What follows belongs to an exercise in optimizing a design on an open flow for small area, a short achievable clock period and few clock cycles; a production flow would make more cautious choices.
Only simulation tests tie the RTL to the original design; equivalence was not proved.
No activity file was given, so power comes from the tool's default toggle rates.

### config.mk
export PLATFORM = sky130hd
export DESIGN_NAME = gumnut
export DESIGN_NICKNAME = gumnut
export VERILOG_FILES = /design/flow/design.v
export SDC_FILE = /design/flow/constraint.sdc
export NUM_CORES = 4
export LEC_CHECK = 0
export CAP_MARGIN = 20
export CORE_MARGIN = 2
export CORE_UTILIZATION = 40
export PLACE_DENSITY = 0.6
export SLEW_MARGIN = 20
### constraint.sdc
create_clock -name core_clock -period 8.0 [get_ports {clk_i}]
set_input_delay 1.6000 -clock core_clock [delete_from_list [all_inputs] [get_ports {clk_i}]]
set_output_delay 1.6000 -clock core_clock [all_outputs]
set_load 0.01 [all_outputs]
### design.v
module MUX4_1 (
	input [7:0] I0,
	input [7:0] I1,
	input [7:0] I2,
	input [7:0] I3,
	input [1:0] s,
	output reg [7:0] OUT
);
	always @(*)
	begin
		case(s)
			2'b00: OUT = I0;
			2'b01: OUT = I1;
			2'b10: OUT = I2;
			2'b11: OUT = I3;
			default: OUT = 8'h00;
		endcase
	end
endmodule 
module Adder_8bits (
	input  		 cin,
	input  [7:0] A,
	input  [7:0] B,
	output 		 cout,
	output [7:0] res
);
	assign {cout, res} = A + B + cin;
endmodule 
module ALUEXT (
	input  [7:0] rs_i,
	input  [7:0] op2_i,
	input  [1:0] ALUOp_i,
	input        carry_i,
	output [7:0] OPA,
	output [7:0] OPB,
	output c
);
	assign OPA = rs_i;
	assign OPB = (ALUOp_i[1])?~op2_i:op2_i;
	assign c = (ALUOp_i[0])?
				  (carry_i^ALUOp_i[1]):
				  ALUOp_i[1];
endmodule 
module ALUA (
	input  [7:0] rs_i,
	input  [7:0] op2_i,
	input  [1:0] ALUOp_i,
	input 		 carry_i,
	output [7:0] res,
	output 		 cout
);
	wire [7:0] OPA;
	wire [7:0] OPB;
	wire cin;
	ALUEXT ext (
		.rs_i(rs_i),
		.op2_i(op2_i),
		.ALUOp_i(ALUOp_i),
		.OPA(OPA),
		.OPB(OPB),
		.carry_i(carry_i),
		.c(cin)
	);
	Adder_8bits add (
		.A(OPA),
		.B(OPB),
		.cin(cin),
		.res(res),
		.cout(cout)
	);
endmodule 
module ALUL (
	input [7:0] rs_i,
	input [7:0] op2_i,
	input [1:0] ALUOp_i,
	output [7:0] res
);
	wire [7:0] AND;
	wire [7:0] OR;
	wire [7:0] XOR;
	wire [7:0] MASK;
	assign AND = rs_i & op2_i;
	assign OR = rs_i | op2_i;
	assign XOR = rs_i ^ op2_i;
	assign MASK = rs_i & ~op2_i;
	MUX4_1 mux (
		.I0(AND),
		.I1(OR),
		.I2(XOR),
		.I3(MASK),
		.s(ALUOp_i),
		.OUT(res)
	);
endmodule 
module ALUS (
	input  	  [7:0] rs_i,
	input  	  [1:0] ALUOp_i,
	input  	  [2:0] count_i,
	output reg [7:0] res,
	output reg       cout
);
	always @(*) begin
		case(ALUOp_i)
			2'b00: {cout, res} = {1'b0, rs_i} << count_i;
			2'b01: {res, cout} = {rs_i, 1'b0} >> count_i;
			2'b10: {res, cout} = {rs_i << count_i | rs_i >> 4'h8-count_i, 1'b0};
			2'b11: {res, cout} = {rs_i >> count_i | rs_i << 4'h8-count_i, 1'b0};
			default: {res, cout} = {8'h00, 1'b0};
		endcase
	end
endmodule 
module ALU (
	input  [7:0] rs_i,
	input  [7:0] op2_i,
	input  [3:0] ALUOp_i,
	input 		 carry_i,
	input  [2:0] count_i,
	output [7:0] res_o,
	output reg	 carry_o,
	output 		 zero_o
);
	wire couta;
	wire couts;
	wire [7:0] a;
	wire [7:0] l;
	wire [7:0] s;
	ALUA alua (
		.rs_i(rs_i),
		.op2_i(op2_i),
		.ALUOp_i(ALUOp_i[1:0]),
		.res(a),
		.cout(couta),
		.carry_i(carry_i)
	);
	ALUL alul (
		.rs_i(rs_i),
		.op2_i(op2_i),
		.ALUOp_i(ALUOp_i[1:0]),
		.res(l)
	);
	ALUS alus (
		.rs_i(rs_i),
		.count_i(count_i),
		.ALUOp_i(ALUOp_i[1:0]),
		.res(s),
		.cout(couts)
	);
	MUX4_1 selector (
		.I0(a),
		.I1(l),
		.I2(s),
		.I3(8'h00),
		.s(ALUOp_i[3:2]),
		.OUT(res_o)
	); 
	always @(*) begin
		case (ALUOp_i[3:2])
			2'b00: carry_o = couta;
			2'b01: carry_o = 1'b0;
			2'b10: carry_o = couts;
			2'b11: carry_o = 1'b0;
			default: carry_o = 1'b0;
		endcase
	end
	assign zero_o = ~(| res_o);
endmodule 
module IR (
	input  logic [17:0] 	 inst_e,
	input  logic			     we,
	input  logic				 clk,
	input  logic				 cen,
	input  logic				 rst,
	output logic  [6:0]	 	op_o,
	output logic  [2:0]   func_o,
	output logic [11:0]	 addr_o,
	output logic  [7:0]	 disp_o,
	output logic  [2:0]		rs_o,
	output logic  [2:0]	  rs2_o,
	output logic  [2:0]		rd_o,
	output logic  [7:0]  immed_o,
	output logic  [2:0]	count_o	
);
	logic [17:0] inst_i;
	always_ff @(posedge clk) begin
		if (cen) begin
			if (rst)
				inst_i <= 18'b0;
			else if (we)
				inst_i <= inst_e;
		end
	end
	always_comb begin
		op_o = inst_i[17:11];
		if (~inst_i[17])
			func_o = inst_i[16:14];
		else if (~inst_i[16])
			func_o = {1'b0, inst_i[15:14]};
		else if (~inst_i[15])
			func_o = {1'b0, inst_i[1:0]};
		else if (~inst_i[14])
			func_o = inst_i[2:0];
		else if (~inst_i[13])
			func_o = {2'b0, inst_i[12]};
		else if (~inst_i[12])
			func_o = {1'b0, inst_i[11:10]};
		else
			func_o = inst_i[10:8];
		addr_o = inst_i[11:0];
		disp_o = inst_i[7:0];
		rs_o = inst_i[10:8];
		rs2_o = inst_i[7:5];
		rd_o = inst_i[13:11];
		immed_o = inst_i[7:0];
		count_o = inst_i[7:5];
	end	
endmodule
module Registers (
	input  logic		 clk,
	input  logic		 rst,
	input  logic   	 cen,
	input  logic		 we,
	input  logic [2:0] rs_i,
	input  logic [2:0] rs2_i,
	input  logic [2:0] rd_i,
	input  logic [7:0] dat_i,
	output logic [7:0] rs_o,
	output logic [7:0] rs2_o
);
	integer i;
	logic [7:0] mem [7:0];
	always_ff @(posedge clk or posedge rst)
	begin
		if(rst)
			for(i = 0; i < 8; i = i+1)
				mem[i] <= 8'h00;
		else if (cen & we)
			mem[rd_i] <= dat_i;
	end
	always_comb 
	begin
		rs_o = mem[rs_i];
		rs2_o = mem[rs2_i];
	end
endmodule 
module ProcessingUnit (
	input  logic					clk_i,
	input  logic				 ClkEn_e,
	input  logic					rst_i,
	input  logic				RegWrt_c,
	input  logic [17:0] 	 inst_dat_i,
	input  logic			 inst_ack_i,
	input  logic  [7:0]	 data_dat_i,
	input  logic  [7:0]	 port_dat_i,
	input  logic  [1:0]		RegMux_c,
	input	 logic   			 DPMux_c,
	input  logic					op2_c,
	input  logic  [3:0]		 ALUOp_c,
	input  logic				 ALUEn_c,
	input  logic 			  port_we_c,
	input  logic				 ALUFR_c,
	input	 logic				  reti_c,
	input	 logic				  intz_i,
	input	 logic				  intc_i,	
	output logic  [6:0]	 		 op_e,
	output logic  [2:0]		  func_e,
	output logic [11:0]	 	  addr_e,
	output logic  [7:0]	 	  disp_e,
	output logic  [7:0]	  port_we_o,
	output logic  [7:0]	port_data_o,
	output logic  [7:0]	port_addr_o,
	output logic  [7:0] 		  addr_i,
	output logic  [7:0]			dat_i,
	output logic					ccC_e,
	output logic					ccZ_e
);
	logic [2:0]		rs_e;
	logic [2:0]	rs2_aux;
	logic [2:0]	  rs2_e;
	logic [2:0]		rd_e;
	logic [7:0]   dat_e;
	logic [7:0] immed_e;
	logic [2:0]	count_e;
	logic [7:0]   ALU_i;
	logic [7:0]	  ALU_e;
	logic [7:0]	  rsr_e;
	logic [7:0]	 rsr2_e;
	logic [7:0]	  op2_e;
	logic [7:0] port_dat_e;
	logic [7:0] data_dat_e;
	logic carry_e;
	logic zero_e;
	logic cc_i;
	IR ir (
		.clk(clk_i),
		.cen(ClkEn_e),
		.rst(rst_i),
		.inst_e(inst_dat_i),
		.we(inst_ack_i),
		.op_o(op_e),
		.func_o(func_e),
		.addr_o(addr_e),
		.disp_o(disp_e),
		.rs_o(rs_e),
		.rs2_o(rs2_aux),
		.rd_o(rd_e),
		.immed_o(immed_e),
		.count_o(count_e)
	);
	always_ff @(posedge clk_i) begin
		if (rst_i) begin
			data_dat_e <= 8'h00;
			port_dat_e <= 8'h00;
		end
		else if (ClkEn_e) begin
			data_dat_e <= data_dat_i;
			port_dat_e <= port_dat_i;
		end
	end
	always_comb begin
		case (RegMux_c)
			2'b00 : dat_e = ALU_e;
			2'b01 : dat_e = data_dat_e;
			2'b10 : dat_e = port_dat_e;
			2'b11 : dat_e = 8'h00;
			default: dat_e = 8'h00;
		endcase
		rs2_e = (DPMux_c) ? rd_e : rs2_aux;
	end
	Registers RegisterBank (
		.clk(clk_i),
		.cen(ClkEn_e),
		.rst(rst_i),
		.we(RegWrt_c),
		.rs_i(rs_e),
		.rs2_i(rs2_e),
		.rd_i(rd_e),
		.dat_i(dat_e),
		.rs_o(rsr_e),
		.rs2_o(rsr2_e)
	);
	always_comb op2_e = (op2_c) ? immed_e : rsr2_e;
	always_ff @(posedge clk_i) begin
		if (rst_i)
			ALU_e <= 8'h00;
		else if (ALUEn_c)
			ALU_e <= ALU_i;
	end
	always_ff @(posedge clk_i) begin
		if (rst_i)
			port_we_o <= 8'h00;
		else
			port_we_o <= {7'b0, port_we_c};
	end
	always_ff @(posedge clk_i) begin
		if (rst_i) begin
			port_data_o <= 8'h00;
			port_addr_o <= 8'h00;
		end
		else if (port_we_c) begin
			port_data_o <= rsr2_e;
			port_addr_o <= ALU_i;
		end
	end
	always_comb begin
		addr_i = ALU_i;
		dat_i  = rsr2_e;
	end
	ALU alu (
		.rs_i(rsr_e),
		.op2_i(op2_e),
		.count_i(count_e),
		.carry_i(cc_i),
		.ALUOp_i(ALUOp_c),
		.zero_o(zero_e),
		.carry_o(carry_e),
		.res_o(ALU_i)
	);
	always_ff @(posedge clk_i) begin
		if (rst_i) begin
			ccC_e <= 1'b0;
			ccZ_e <= 1'b0;
		end
		else if (ALUFR_c) begin
			ccC_e <= carry_e;
			ccZ_e <= zero_e;
		end
		else if (reti_c) begin
			ccC_e <= intc_i;
			ccZ_e <= intz_i;
		end
	end
	always_comb cc_i = ccC_e;
endmodule
module newPC(
	input logic [3:0] PCoper_i,
	input logic carry_i,
	input logic zero_i,
	input logic [11:0] stackaddr_i,
	input logic [7:0] offset_i,
	input logic [11:0]addr_i,
	input logic [11:0] PC_i,
	input logic [11:0] intPC_i,
	output logic [11:0] PC_o
);
logic [11:0] off; 
always_comb begin
	off = {offset_i[7], offset_i[7], offset_i[7], offset_i[7], offset_i};
	case(PCoper_i)
		4'b0000 : PC_o = PC_i + 1'b1;
		4'b0001 : PC_o = 12'h001;
		4'b0100 : PC_o = (zero_i) ? PC_i + off : PC_i + 1'b1;
		4'b0101 : PC_o = (~zero_i) ? PC_i + off : PC_i + 1'b1;
		4'b0110 : PC_o = (carry_i) ? PC_i + off : PC_i + 1'b1;
		4'b0111 : PC_o = (~carry_i) ? PC_i + off : PC_i + 1'b1;
		4'b1000 : PC_o = addr_i;
		4'b1100 : PC_o = intPC_i;
		4'b1010 : PC_o = stackaddr_i + 1'b1;
		default : PC_o = 12'h000;
	endcase
end
endmodule
module ProgCounter (
	input  logic [11:0] PC_i,
	input  logic 		  we,
	input  logic 		  clk,
	input  logic 		  cen,
	input  logic 		  rst,
	output logic [11:0] PC_o
);
	always_ff @(posedge clk or posedge rst) 
	begin
			if (rst) 	 PC_o <= 12'h000;
			else if (cen & we) PC_o <= PC_i;
	end
endmodule 
module IntReg (
	input  logic [11:0] pc_i,
	input  logic 		  c_i,
	input  logic 		  z_i,
	input  logic 		  clk,
	input  logic 		  cen,
	input  logic 		  rst,
	input  logic 		  we,
	output logic [11:0] pc_o,
	output logic 		  intc_o,
	output logic 		  intz_o
);
	always_ff @(posedge clk or posedge rst) 
	begin
			if (rst) begin
				pc_o   <= 12'h000;
				intc_o <= 1'b0;
				intz_o <= 1'b0;
			end
			else if (cen & we) begin
				pc_o   <= pc_i;
				intc_o <= c_i;
				intz_o <= z_i;
			end
	end
endmodule 
module Stack (
	input  logic		  push_i,
	input  logic		  pop_i,
	input  logic	     clk,
	input  logic		  cen,
	input  logic		  rst,
	input  logic [11:0] pc_i,
	output logic [11:0] pc_o
);
	logic [11:0] stack_reg [7:0];
	logic [2:0]  current;
	logic 		 stkOv;
	logic [2:0]  read;
	int 			 i;
	always_ff @(posedge clk or posedge rst)
	begin
		if (rst) begin
			pc_o	  <= 12'h000;
			current <= 3'h0;
		end
		else if (cen) begin
		if (push_i) begin
			{stkOv, current}	 <= current + 1'b1;
			pc_o 					 <= pc_i;
		end
		else if (pop_i) begin
			{stkOv, current}   <= read;
			pc_o 					 <= stack_reg[read];
		end
		else
			pc_o <= stack_reg[read];
		end
	end
	always_ff @(posedge clk)
	begin
		if (~rst & cen & push_i)
			stack_reg[current] <= pc_i;
	end
	always_comb begin
		read   = current - 1'b1;
	end
endmodule 
module PC_Unit (
	input  logic  		  clk_i,
	input  logic		  ClkEn_e,
	input  logic 		  rst_i,
	input  logic [3:0]  PCoper_c,
	input  logic		  PCEn_c,
	input  logic  		  push_c,
	input  logic 	     pop_c,
	input  logic 		  ccC_e,
	input  logic 		  ccZ_e,
	input  logic 		  int_c,
	input  logic [7:0]  disp_e,
	input  logic [11:0] addr_e,
	output logic [11:0] inst_addr_o,
	output logic 	     intz_o,
	output logic 		  intc_o
);
	logic [11:0] PC_e;
	logic [11:0] stk_e;
	logic [11:0] intPC;
	logic [11:0] PCnew_e;
	newPC NewPC (
		.PCoper_i(PCoper_c),
		.carry_i(ccC_e),
		.zero_i(ccZ_e),
		.stackaddr_i(stk_e),
		.intPC_i(intPC),
		.offset_i(disp_e),
		.addr_i(addr_e),
		.PC_i(PC_e),
		.PC_o(PCnew_e)
	);
	ProgCounter PC (
		.PC_i(PCnew_e),
		.we(PCEn_c),
		.PC_o(PC_e),
		.clk(clk_i),
		.cen(ClkEn_e),
		.rst(rst_i)
	);
	IntReg IntR (
		.pc_o(intPC),
		.c_i(ccC_e),
		.z_i(ccZ_e),
		.we(int_c),
		.pc_i(PC_e),
		.intc_o(intc_o),
		.intz_o(intz_o),
		.clk(clk_i),
		.cen(ClkEn_e),
		.rst(rst_i)
	);
	Stack stack (
		.pc_i(PC_e),
		.pop_i(pop_c),
		.push_i(push_c),
		.pc_o(stk_e),
		.clk(clk_i),
		.cen(ClkEn_e),
		.rst(rst_i)
	);
	always_comb inst_addr_o = PC_e;
endmodule 
module Control_Unit (
	input  logic [6:0] op_i,
	input  logic [2:0] func_i,
	input  logic   	 inst_ack_i,
	input  logic		 int_i,
	input  logic       data_ack_i,
	input  logic       port_ack_i,
	input  logic       clk,
	input  logic		 rst,
	output logic 		 op2_o,
	output logic [3:0] ALUOp_o,
	output logic 		 ALUFR_o,
	output logic 		 ALUEn_o,
	output logic 		 RegWrt_o,
	output logic [1:0] RegMux_o,
	output logic 		 PCEn_o,
	output logic [3:0] PCoper_o,
	output logic       ret_o,
	output logic 		 jsb_o,
	output logic 		 reti_o,
	output logic       int_o,
	output logic 		 stb_o,
	output logic 		 cyc_o,
	output logic 		 data_we_o,
	output logic 		 data_stb_o,
	output logic 		 data_cyc_o,
	output logic 		 int_ack,
	output logic       StmMux_o
);
	parameter fetch_state		= 3'h0;
	parameter decode_state		= 3'h1;
	parameter int_state			= 3'h2;
	parameter execute_state		= 3'h3;
	parameter mem_state			= 3'h4;
	parameter write_back_state	= 3'h5;
	logic [2:0] state;
	logic [2:0] nxt_state;
	logic 		alu_immed;
	logic 		mem;
	logic 		shift;
	logic 		alu_reg;
	logic 		jump;
	logic 		branch;
	logic 		misc;
	logic 		ldm;
	logic 		stm;
	logic 		inp;
	logic 		out;
	logic 		wait_;
	logic 		stby;
	logic 		intEn;
	logic 		intEn_;
	logic 		intReg;
	always_ff @(posedge clk or posedge rst) begin
		if(rst) state <= fetch_state;
		else    state <= nxt_state;
	end
	always_ff @(posedge clk or posedge rst) begin
		if(rst) intEn <= 1'b0;
		else if (intReg) intEn <= intEn_;
	end
	always_comb begin
		alu_immed = op_i[6]     == 1'b0;
		mem	 	 = op_i[6:5]   == 2'b10;
		shift	    = op_i[6:4]   == 3'b110;
		alu_reg   = op_i[6:3]   == 7'b1110;
		jump	 	 = op_i[6:2]   == 7'b11110;
		branch 	 = op_i[6:1]   == 7'b111110;
		misc	 	 = op_i        == 7'b1111110;
		ldm   	 = func_i[1:0] == 2'h0;
		stm   	 = func_i[1:0] == 2'h1;
		inp   	 = func_i[1:0] == 2'h2;
		out   	 = func_i[1:0] == 2'h3;
		wait_ 	 = func_i	   == 3'h4;
		stby   	 = func_i 	   == 3'h5;
		case (state)
			fetch_state: begin
				if(~inst_ack_i) 
					nxt_state = fetch_state;
				else				 
					nxt_state = decode_state;
			end
			decode_state: begin
				if((int_i & intEn) & (branch | jump | misc))
					nxt_state = int_state;
				else if(misc & (wait_ | stby) & ~(int_i & intEn))
					nxt_state = decode_state;
				else if (alu_immed | alu_reg | shift | mem)
					nxt_state = execute_state;
				else
					nxt_state = fetch_state;
			end
			int_state: nxt_state = fetch_state;
			execute_state: begin
				if ((int_i & intEn) & mem & ((stm & data_ack_i) | (out & port_ack_i)))
					nxt_state = int_state;
				else if (~(int_i & intEn) & mem & ((stm & data_ack_i) | (out & port_ack_i)))
					nxt_state = fetch_state;
				else if ((mem & ((ldm & data_ack_i)|(inp & port_ack_i))) | ~mem)
					nxt_state = write_back_state;
				else 
					nxt_state = mem_state;
			end
			write_back_state: begin
				if (int_i & intEn)
					nxt_state = int_state;
				else 
					nxt_state = fetch_state;
			end
			mem_state: begin
				if (((stm & data_ack_i) | (out & port_ack_i)) & (int_i & intEn))
					nxt_state = int_state;
				else if (((stm & data_ack_i) | (out & port_ack_i)) & ~(int_i & intEn))
					nxt_state = fetch_state;
				else if ((ldm & data_ack_i) | (inp & port_ack_i))
					nxt_state = write_back_state;
				else 
					nxt_state = mem_state;
			end
			default: nxt_state = 3'h0;
		endcase 
		case (state)
			fetch_state: begin
				int_ack    = 1'b0;
				op2_o      = 1'b0;
				ALUOp_o    = 4'h0;
				ALUFR_o    = 1'b0;
				ALUEn_o    = 1'b0;
				RegWrt_o   = 1'b0;
				RegMux_o   = 2'h0;
				PCEn_o     = 1'b0;
				PCoper_o   = 4'h0;
				ret_o      = 1'b0;
				jsb_o      = 1'b0;
				reti_o     = 1'b0;
				int_o      = 1'b0;
				stb_o      = 1'b1;
				cyc_o      = 1'b1;
				data_we_o  = 1'b0;
				data_stb_o = 1'b0;
				data_cyc_o = 1'b0;
				intEn_     = 1'b0;
				intReg     = 1'b0;
				StmMux_o   = 1'b0;
			end
			decode_state: begin
				int_ack	  = 1'b0;
				stb_o 	  = 1'b0;
				cyc_o  	  = 1'b0;
				op2_o      = 1'b0;
				ALUOp_o    = 4'h0;
				ALUFR_o    = 1'b0;
				ALUEn_o    = 1'b0;
				RegWrt_o   = 1'b0;
				RegMux_o   = 2'h0;
				int_o      = 1'b0;
				data_we_o  = 1'b0;
				data_stb_o = 1'b0;
				data_cyc_o = 1'b0;
				StmMux_o   = 1'b0;
				if (~(branch | jump | (misc & ~func_i[1]))) begin
					PCoper_o = 4'h0;
					PCEn_o   = 1'b1;
					jsb_o    = 1'b0;
					ret_o    = 1'b0;
					intEn_	= ~func_i[0];
					reti_o   = 1'b0;
					intReg   = misc;
				end
				else if (branch) begin
					PCoper_o = {2'b01, func_i[1:0]};
					PCEn_o   = 1'b1;
					jsb_o    = 1'b0;
					ret_o    = 1'b0;
					intEn_   = 1'b0;
					reti_o   = 1'b0;
					intReg   = 1'b0;
				end
				else if (jump) begin
					PCoper_o = 4'h8;
					PCEn_o   = 1'b1;
					jsb_o    = func_i[0];
					ret_o    = 1'b0;
					intEn_   = 1'b0;
					reti_o   = 1'b0;
					intReg   = 1'b0;
				end 
				else if (func_i[2:0] == 3'h0) begin
					PCoper_o = 4'hA;
					PCEn_o   = 1'b1;
					jsb_o    = 1'b0;
					ret_o    = 1'b1;
					intEn_   = 1'b0;
					reti_o   = 1'b0;
					intReg   = 1'b0;
				end
				else if (func_i[2:0] == 3'h1) begin
					PCoper_o = 4'hC;
					PCEn_o   = 1'b1;
					jsb_o    = 1'b0;
					ret_o    = 1'b0;
					intEn_   = 1'b1;
					reti_o   = 1'b1;
					intReg   = 1'b1;
				end
				else begin
					PCoper_o = 4'h0;
					PCEn_o   = 1'b0;
					jsb_o    = 1'b0;
					ret_o    = 1'b0;
					intEn_   = 1'b0;
					reti_o   = 1'b0;
					intReg   = 1'b0;
				end
			end
			int_state: begin
				op2_o      = 1'b0;
				ALUOp_o    = 4'h0;
				PCEn_o     = 1'b1;
				PCoper_o   = 4'h1;
				ret_o      = 1'b0;
				jsb_o      = 1'b0;
				intEn_     = 1'b0;
				intReg     = 1'b1;
				int_o      = 1'b1;
				int_ack    = 1'b1;
				ALUFR_o    = 1'b0;
				ALUEn_o    = 1'b0;
				RegWrt_o   = 1'b0;
				RegMux_o   = 2'h0;
				reti_o     = 1'b0;
				stb_o      = 1'b0;
				cyc_o		  = 1'b0;
				data_we_o  = 1'b0;
				data_stb_o = 1'b0;
				data_cyc_o = 1'b0;
				StmMux_o   = 1'b0;
			end
			execute_state: begin
				int_ack    = 1'b0;
				op2_o   	  = alu_immed | mem;
				if (mem)
					ALUOp_o = 4'h0;
				else if (shift)
					ALUOp_o = {2'b10,func_i[1:0]};
				else
					ALUOp_o = {1'b0, func_i};
				ALUFR_o    = ~mem;
				ALUEn_o    = ~mem;
				RegWrt_o   = 1'b0;
				RegMux_o   = 2'h0;
				PCEn_o     = 1'b0;
				PCoper_o   = 4'h0;
				ret_o      = 1'b0;
				jsb_o		  = 1'b0;
				reti_o  	  = 1'b0;
				int_o		  = 1'b0;
				stb_o		  = 1'b0;
				cyc_o		  = 1'b0;
				data_we_o  = mem & (stm | out);
				data_stb_o = mem;
				data_cyc_o = mem;
				intEn_     = 1'b0;
				intReg     = 1'b0;
				StmMux_o   = mem & (stm | out);
			end
			write_back_state: begin
				int_ack	  = 1'b0;
				op2_o		  = alu_immed | mem;
				ALUOp_o	  = 4'h0;
				ALUFR_o    = 1'b0;
				ALUEn_o    = 1'b0;
				RegWrt_o   = 1'b1;
				if (mem & inp)
					RegMux_o = 2'h2;
				else if (mem)
					RegMux_o = 2'h1;
				else
					RegMux_o = 2'h0;
				PCEn_o 	  = 1'b0;
				PCoper_o	  = 4'h0;
				ret_o      = 1'b0;
				jsb_o		  = 1'b0;
				reti_o  	  = 1'b0;
				int_o		  = 1'b0;
				stb_o		  = 1'b0;
				cyc_o		  = 1'b0;
				data_we_o  = 1'b0;
				data_stb_o = mem;
				data_cyc_o = mem;
				intEn_     = 1'b0;
				intReg     = 1'b0;
				StmMux_o   = 1'b0;
			end
			mem_state: begin
				int_ack    = 1'b0;
				op2_o   	  = 1'b1;
				ALUOp_o    = 4'h0;
				ALUFR_o    = 1'b0;
				ALUEn_o    = 1'b0;
				RegWrt_o   = 1'b0;
				RegMux_o   = 2'h0;
				PCEn_o     = 1'b0;
				PCoper_o   = 4'h0;
				ret_o      = 1'b0;
				jsb_o		  = 1'b0;
				reti_o  	  = 1'b0;
				int_o		  = 1'b0;
				stb_o		  = 1'b0;
				cyc_o		  = 1'b0;
				data_we_o  = stm | out;
				data_stb_o = 1'b1;
				data_cyc_o = 1'b1;
				intEn_     = 1'b0;
				intReg     = 1'b0;
				StmMux_o   = stm | out;
			end
			default: begin
				int_ack    = 1'b0;
				op2_o      = 1'b0;
				ALUOp_o    = 1'b0;
				ALUFR_o    = 1'b0;
				ALUEn_o    = 1'b0;
				RegWrt_o   = 1'b0;
				RegMux_o   = 1'b0;
				PCEn_o     = 1'b0;
				PCoper_o   = 1'b0;
				ret_o      = 1'b0;
				jsb_o      = 1'b0;
				reti_o     = 1'b0;
				int_o      = 1'b0;
				stb_o      = 1'b0;
				cyc_o      = 1'b0;
				data_we_o  = 1'b0;
				data_stb_o = 1'b0;
				data_cyc_o = 1'b0;
				intEn_     = 1'b0;
				intReg     = 1'b0;
				StmMux_o   = 1'b0;
			end
		endcase
	end
endmodule 
module gumnut (
	input  logic        clk_i,
	input  logic        rst_i,
	output logic        inst_cyc_o,
	output logic        inst_stb_o,
	input  logic        inst_ack_i,
	output logic [11:0] inst_adr_o,
	input  logic [17:0] inst_dat_i,
	output logic        data_cyc_o,
	output logic        data_stb_o,
	output logic        data_we_o,
	input  logic        data_ack_i,
	output logic  [7:0] data_adr_o,
	output logic  [7:0] data_dat_o,
	input  logic  [7:0] data_dat_i,
	output logic        port_cyc_o,
	output logic        port_stb_o,
	output logic        port_we_o,
	input  logic        port_ack_i,
	output logic  [7:0] port_adr_o,
	output logic  [7:0] port_dat_o,
	input  logic  [7:0] port_dat_i,
	input  logic        int_req_i,
	output logic        int_ack_o
);
	logic        op2_c, ALUFR_c, ALUEn_c, RegWrt_c, PCEn_c;
	logic        ret_c, jsb_c, reti_c, int_c, StmMux_c;
	logic        ls_we_c, ls_stb_c, ls_cyc_c;
	logic  [3:0] ALUOp_c, PCoper_c;
	logic  [1:0] RegMux_c;
	logic  [6:0] op_e;
	logic  [2:0] func_e;
	logic [11:0] addr_e;
	logic  [7:0] disp_e;
	logic  [7:0] ls_adr, ls_dat;
	logic        ccC_e, ccZ_e, intc_e, intz_e;
	logic        is_port;
	Control_Unit ctrl (
		.op_i(op_e),
		.func_i(func_e),
		.inst_ack_i(inst_ack_i),
		.int_i(int_req_i),
		.data_ack_i(data_ack_i),
		.port_ack_i(port_ack_i),
		.clk(clk_i),
		.rst(rst_i),
		.op2_o(op2_c),
		.ALUOp_o(ALUOp_c),
		.ALUFR_o(ALUFR_c),
		.ALUEn_o(ALUEn_c),
		.RegWrt_o(RegWrt_c),
		.RegMux_o(RegMux_c),
		.PCEn_o(PCEn_c),
		.PCoper_o(PCoper_c),
		.ret_o(ret_c),
		.jsb_o(jsb_c),
		.reti_o(reti_c),
		.int_o(int_c),
		.stb_o(inst_stb_o),
		.cyc_o(inst_cyc_o),
		.data_we_o(ls_we_c),
		.data_stb_o(ls_stb_c),
		.data_cyc_o(ls_cyc_c),
		.int_ack(int_ack_o),
		.StmMux_o(StmMux_c)
	);
	ProcessingUnit pu (
		.clk_i(clk_i),
		.ClkEn_e(1'b1),
		.rst_i(rst_i),
		.RegWrt_c(RegWrt_c),
		.inst_dat_i(inst_dat_i),
		.inst_ack_i(inst_ack_i),
		.data_dat_i(data_dat_i),
		.port_dat_i(port_dat_i),
		.RegMux_c(RegMux_c),
		.DPMux_c(StmMux_c),
		.op2_c(op2_c),
		.ALUOp_c(ALUOp_c),
		.ALUEn_c(ALUEn_c),
		.port_we_c(1'b0),
		.ALUFR_c(ALUFR_c),
		.reti_c(reti_c),
		.intz_i(intz_e),
		.intc_i(intc_e),
		.op_e(op_e),
		.func_e(func_e),
		.addr_e(addr_e),
		.disp_e(disp_e),
		.port_we_o(),
		.port_data_o(),
		.port_addr_o(),
		.addr_i(ls_adr),
		.dat_i(ls_dat),
		.ccC_e(ccC_e),
		.ccZ_e(ccZ_e)
	);
	PC_Unit pcu (
		.clk_i(clk_i),
		.ClkEn_e(1'b1),
		.rst_i(rst_i),
		.PCoper_c(PCoper_c),
		.PCEn_c(PCEn_c),
		.push_c(jsb_c),
		.pop_c(ret_c),
		.ccC_e(ccC_e),
		.ccZ_e(ccZ_e),
		.int_c(int_c),
		.disp_e(disp_e),
		.addr_e(addr_e),
		.inst_addr_o(inst_adr_o),
		.intz_o(intz_e),
		.intc_o(intc_e)
	);
	always_comb begin
		is_port    = func_e[1];
		data_cyc_o = ls_cyc_c & ~is_port;
		data_stb_o = ls_stb_c & ~is_port;
		data_we_o  = ls_we_c;
		data_adr_o = ls_adr;
		data_dat_o = ls_dat;
		port_cyc_o = ls_cyc_c & is_port;
		port_stb_o = ls_stb_c & is_port;
		port_we_o  = ls_we_c;
		port_adr_o = ls_adr;
		port_dat_o = ls_dat;
	end
endmodule
### run.sh
#!/bin/bash
# synth_recipe.tcl (not shown) runs the flow's synth.tcl, then flattens the netlist and writes it again
# the make line also repeats each setting of config.mk as NAME=value (left out here)
make -C /OpenROAD-flow-scripts/flow DESIGN_CONFIG=/design/flow/config.mk WORK_HOME=/design/flow/orfs CLKGATE_MAP_FILE= SYNTH_SCRIPT=/design/flow/synth_recipe.tcl finish
==> metrics.md <==
| Metric | Value |
|---|---|
| Outcome | `timing/DRC/antenna clean` |
| Peak fanout along the critical path | `10` |
| Root Driver | `sky130_fd_sc_hd__clkbuf_16` |
| Sequential share of the synthesized area | `0.417` |
| Drc violations | `0` |
| Setup total negative slack | `0 ps` |
| Worst reg2reg path depth | `23` |
| Clock-pin slew on the worst setup and hold paths | `~60 ps` |
| Fraction of synthesis flops using an asynchronous set or reset pin | `0.438` |
| IO Port Bufs | `just over 90` |
| RSZ-0062 raised after global routing | `false` |
| Met3 routing resource usage after global routing | `0.0363` |
| Sequential Power Share | `0.313` |
| Yosys warning count | `14` |
| Share of total power consumed by net switching | `0.394` |
| Net total in the final layout | `between 1500 and 2000` |
| Fraction of synthesized cell area taken by the top area cell type | `0.185` |
| Total net switching power | `~2.2 mW` |
| CTS H-Tree Depth | `1` |
| Synth Cell Area | `15600 um2` |
| Internal Power | `~3.3 mW` |
| Final GP Congestion | `between 0.9 and 1` |
| Clock insertion delay at the later pin of the skew report | `~560 ps` |
| Share of layout cells above drive strength 1 | `0.169` |
| Post-synth net total | `between 1500 and 2000` |
| First-pass DRT Iterations | `8` |
| Data required time of the critical path | `approximately 6400 ps` |
| Crit-path cells | `and3b_2 > a21o_4 > and4_1 > nor2_4 > mux2i_1 > nor3_1 > o32a_1 > and2_1 > a21oi_1 > xnor2_1 > fa_1 > inv_1 > fa_1 > inv_1 > a21oi_1 > o21ai_0 > and2_1 > o22ai_1 > a211o_1 > a211o_1 > a311o_1 > clkdlybuf4s50_1` |
| Largest clock skew in the final design | `~23 ps` |
| Worst-case clock buffer depth | `3` |
| Site Rows | `72` |
| Final cycle utilization of the critical path | `0.959` |
| Post-detailed-placement half-perimeter wirelength | `between 30000 and 40000 um` |
| Largest incremental delay on the critical path | `slightly above 500 ps` |
| Post-place instance area | `roughly 17000 um2` |
| Max Clk Rate | `roughly 130 MHz` |
| Prevailing post-synth register cell | `sky130_fd_sc_hd__dfrtp_1` |
| WL per Instance | `between 20 and 25 um` |
| Met1 usage in global routing | `0.350` |
| Number of synthesized register bits | `~250` |
| Capturing element type of the critical path | `output port` |
| VDD IR-drop max | `roughly 0.2 mV` |
| Total wire length | `between 50000 and 60000 um` |
| TritonCTS sink count | `between 200 and 250` |
| Static Leak | `slightly below 7 nW` |
| Tightest hold margin | `around 460 ps` |
| Area growth from synthesis to layout | `16.3%` |
| Final slew viol count | `0` |
| Worst-case setup slack after placement | `around 600 ps` |
| Endpoints failing hold | `0` |
| Number of synthesized flops with an enable pin | `between 90 and 100` |
| Critical Path Start Type | `register` |
| Initial Utilization | `0.404` |
| Die area | `a little over 40000 um2` |
| Actual transition at the worst max-transition pin | `1090 ps` |
| Total grt overflow | `0` |
| Number of cells produced by synthesis | `~1500` |
| Top Usage Layer GRT | `met2` |
| Post-cts hold buffer count | `0` |
| Met2 Resource Use GR | `0.405` |
| Synth Area per Inst | `slightly above 10 um2` |
| Power Density | `305 nW/um2` |
| Setup ws final | `approximately 330 ps` |
| Total chip power | `~5.5 mW` |
| Clock group share of total power | `0.240` |
| Vias in the first global route | `~13000` |
| Shortest period the worst path allows | `7670 ps` |
| Number of violations of the max-capacitance limit | `0` |
| Crit path max-delay cell type | `sky130_fd_sc_hd__clkdlybuf4s50_1` |
| Total setup violations reported at the end of the flow | `0` |
| Initial antenna violation count | `1` |
| GRT Util Overall | `0.258` |
| Largest register FFs | `96` |
| Number of I/O pins | `93` |
| Vertical extent of the die | `201 um` |
| Count of cells along the worst hold path | `2` |
| Final cell area excluding filler cells | `between 15000 and 20000 um2` |
| CTS Buf Count | `29` |
| Crit path arrival time | `around 6100 ps` |
| Wire length of the first global-routing pass | `between 70000 and 80000 um` |
| Worst hold-check path type | `reg2reg` |
| Pin count of the biggest net entering global routing | `65` |
| Cell variety after synth | `95` |
| Number of violations reported at the end of detailed-routing iteration 0 | `around 1200` |
| Overall die width | `between 200 and 250 um` |
| Logic pwr share | `0.447` |
| Routed Antenna Nets | `0` |
| Worst setup path class | `reg2out` |
| Core footprint | `a little under 40000 um2` |
| Vias post-DR | `13000` |
| Via-per-instance ratio | `around 6.1` |
| Max-slew headroom at the worst pin | `0.271` |
| Biggest area consumer among synthesized cells | `sky130_fd_sc_hd__edfxtp_1` |
| Clock tree from TritonCTS | `yes` |
| Synth area leaders | `sky130_fd_sc_hd__edfxtp_1 (19%), sky130_fd_sc_hd__dfrtp_1 (18%), sky130_fd_sc_hd__mux2_2 (6.1%), sky130_fd_sc_hd__dfxtp_1 (5.7%), sky130_fd_sc_hd__mux2i_1 (5.3%)` |
## cell usage in the layout (no fill, tap or decap), types with 15 or more instances in the layout
| cell type | synthesis | layout |
|---|---|---|
| sky130_fd_sc_hd__nor2_1 | 124 | 123 |
| sky130_fd_sc_hd__nand2_1 | 121 | 120 |
| sky130_fd_sc_hd__dfrtp_1 | 109 | 107 |
| sky130_fd_sc_hd__edfxtp_1 | 96 | 96 |
| sky130_fd_sc_hd__clkdlybuf4s50_1 | 0 | 91 |
| sky130_fd_sc_hd__mux2_2 | 84 | 84 |
| sky130_fd_sc_hd__a21oi_1 | 82 | 82 |
| sky130_fd_sc_hd__mux2i_1 | 82 | 82 |
| sky130_fd_sc_hd__o21ai_0 | 77 | 76 |
| sky130_fd_sc_hd__buf_4 | 25 | 66 |
| sky130_fd_sc_hd__dfxtp_1 | 44 | 42 |
| sky130_fd_sc_hd__nand3_1 | 37 | 37 |
| sky130_fd_sc_hd__inv_1 | 37 | 36 |
| sky130_fd_sc_hd__ha_1 | 35 | 35 |
| sky130_fd_sc_hd__xnor2_1 | 32 | 32 |
| sky130_fd_sc_hd__mux4_2 | 32 | 32 |
| sky130_fd_sc_hd__nor3_1 | 33 | 29 |
| sky130_fd_sc_hd__clkbuf_16 | 0 | 29 |
| sky130_fd_sc_hd__nor2b_1 | 24 | 23 |
| sky130_fd_sc_hd__xor2_1 | 23 | 23 |
| sky130_fd_sc_hd__o22ai_1 | 20 | 20 |
| sky130_fd_sc_hd__nand2b_1 | 18 | 18 |
| sky130_fd_sc_hd__or3_1 | 16 | 16 |
| sky130_fd_sc_hd__o211ai_1 | 15 | 15 |
| sky130_fd_sc_hd__a211oi_1 | 15 | 15 |
| sky130_fd_sc_hd__a31oi_1 | 15 | 15 |
## metal layers
| layer | vias up | share of wire |
|---|---|---|
| met1 | 6426 | 0.43 |
| met5 | - | 0.00091 |
| li1 | 5901 | - |
| met3 | 128 | 0.058 |
| met4 | 2 | 0.052 |
| met2 | 515 | 0.45 |
## cell type report
type	count	area, um2
Clock inverter	20	199
Inverter	43	165
Sequential cell	249	6500
Tap cell	518	648
Fill cell	3620	20400
Antenna cell	1	2.50
Timing Repair Buffer	158	1410
Clock buffer	33	751
Multi-Input combinational cell	1122	8410
## cells in the mapped netlist, drive strengths merged, types with 11 or more instances
master    n
nor2b    24
clkbuf   64
a221oi   13
nor3     33
nand2   121
a211oi   15
dfxtp    44
mux2i    82
nand3    38
dfrtp   109
a31oi    16
edfxtp   96
a21oi    83
ha       35
o221ai   11
xor2     23
o22ai    20
mux2     86
o21ai    86
inv      38
nand2b   18
a22oi    13
buf      54
nand4    13
nor2    127
o211ai   15
a21o     13
mux4     32
or3      16
xnor2    32
## metrics by stage
stage | utilization | std cells
floorplan | - | 1532
global placement | 0.443 | 2085
detailed placement | 0.443 | 2085
CTS | 0.468 | 2138
global route | 0.470 | 2143
finish | 0.470 | 2144
## critical path, delay by kind of cell, from the launching register on
kind	cells	cell delay, ps
AO/OA/AOI/OAI	9	2150
XOR/XNOR	1	180
multiplexers	1	210
adder cells (fa/ha/maj)	2	630
AND/OR/NAND/NOR	6	1240
flip-flops	1	480
buffers and inverters	3	640
## cell families (layout without fill, tap and decap cells)
group,after synthesis,in the layout,synth area share
compound gates,385,385,0.171
fa+ha+maj,38,38,0.0320
simple gates,444,444,0.140
xor+xnor,55,55,0.0310
flops,249,249,0.417
other cells,0,1,0
mux,200,200,0.162
buf+inv,161,254,0.0473
## power groups by stage
| stage | Combinational (mW) | Clock [mW] | Sequential, mW |
|---|---|---|---|
| after floorplan | 1.51 | 0 | 1.70 |
| after global placement | 2.39 | 0 | 1.75 |
| after detailed placement | 2.40 | 0 | 1.75 |
| after CTS | 2.42 | 1.35 | 1.72 |
| after global routing | 2.65 | 1.39 | 1.75 |
| final | 2.47 | 1.32 | 1.73 |
## worst paths after layout
kind / from / to / slack (ps)
setup / recovery: ctrl.state[1] / data_adr_o[4] / 330
hold / removal: pu.ALU_e[2] / pu.ALU_e[2] / 460
setup reg to reg: ctrl.state[1] / pu.ccZ_e / 2040
hold reg to reg: pu.ALU_e[2] / pu.ALU_e[2] / 460
max in group asynchronous: rst_i / pu.RegisterBank.mem[7][7] / 5200
min in group asynchronous: rst_i / ctrl.state[1] / 1540
## what timing repair did
item | in CTS | in global routing
pin swaps | 0 | 2
endpoints found under the hold margin | 0 | 0
gates resized for setup | 1 | 11
buffers inserted | 0 | 4
endpoints found under the setup margin | 2 | 8
Testbench counts, summed over its fixed seeds: cycles 90,799.

==> static timing again, ports no longer ideal <==
In the flow no input, the clock included, has a driving cell. The finished layout below was timed again as built, in two steps. Step 1 assumes that a clkbuf_16 drives the clock port and a buf_2 every other input. Step 2 adds t to the input delays and takes it off the output delays; t is the mean of the earliest and latest rising clock arrival at the registers after step 1. Input paths then give back, and output paths get back, about the clock's delay inside the block. Slacks: no drivers / after step 1 / after step 2; pairs: no drivers / after step 1.
shift t [ns]: 0.609
slack for setup (ns): 0.327 / 0.273 / 0.881
latest minus earliest clock arrival (ns): 0.024 / 0.025
cell pins on the clock port's net: 1
After both steps setup and hold are still met in this run. For this run, drivers alone change the setup slack by -0.054 ns; drivers and shift together by +0.554 ns.
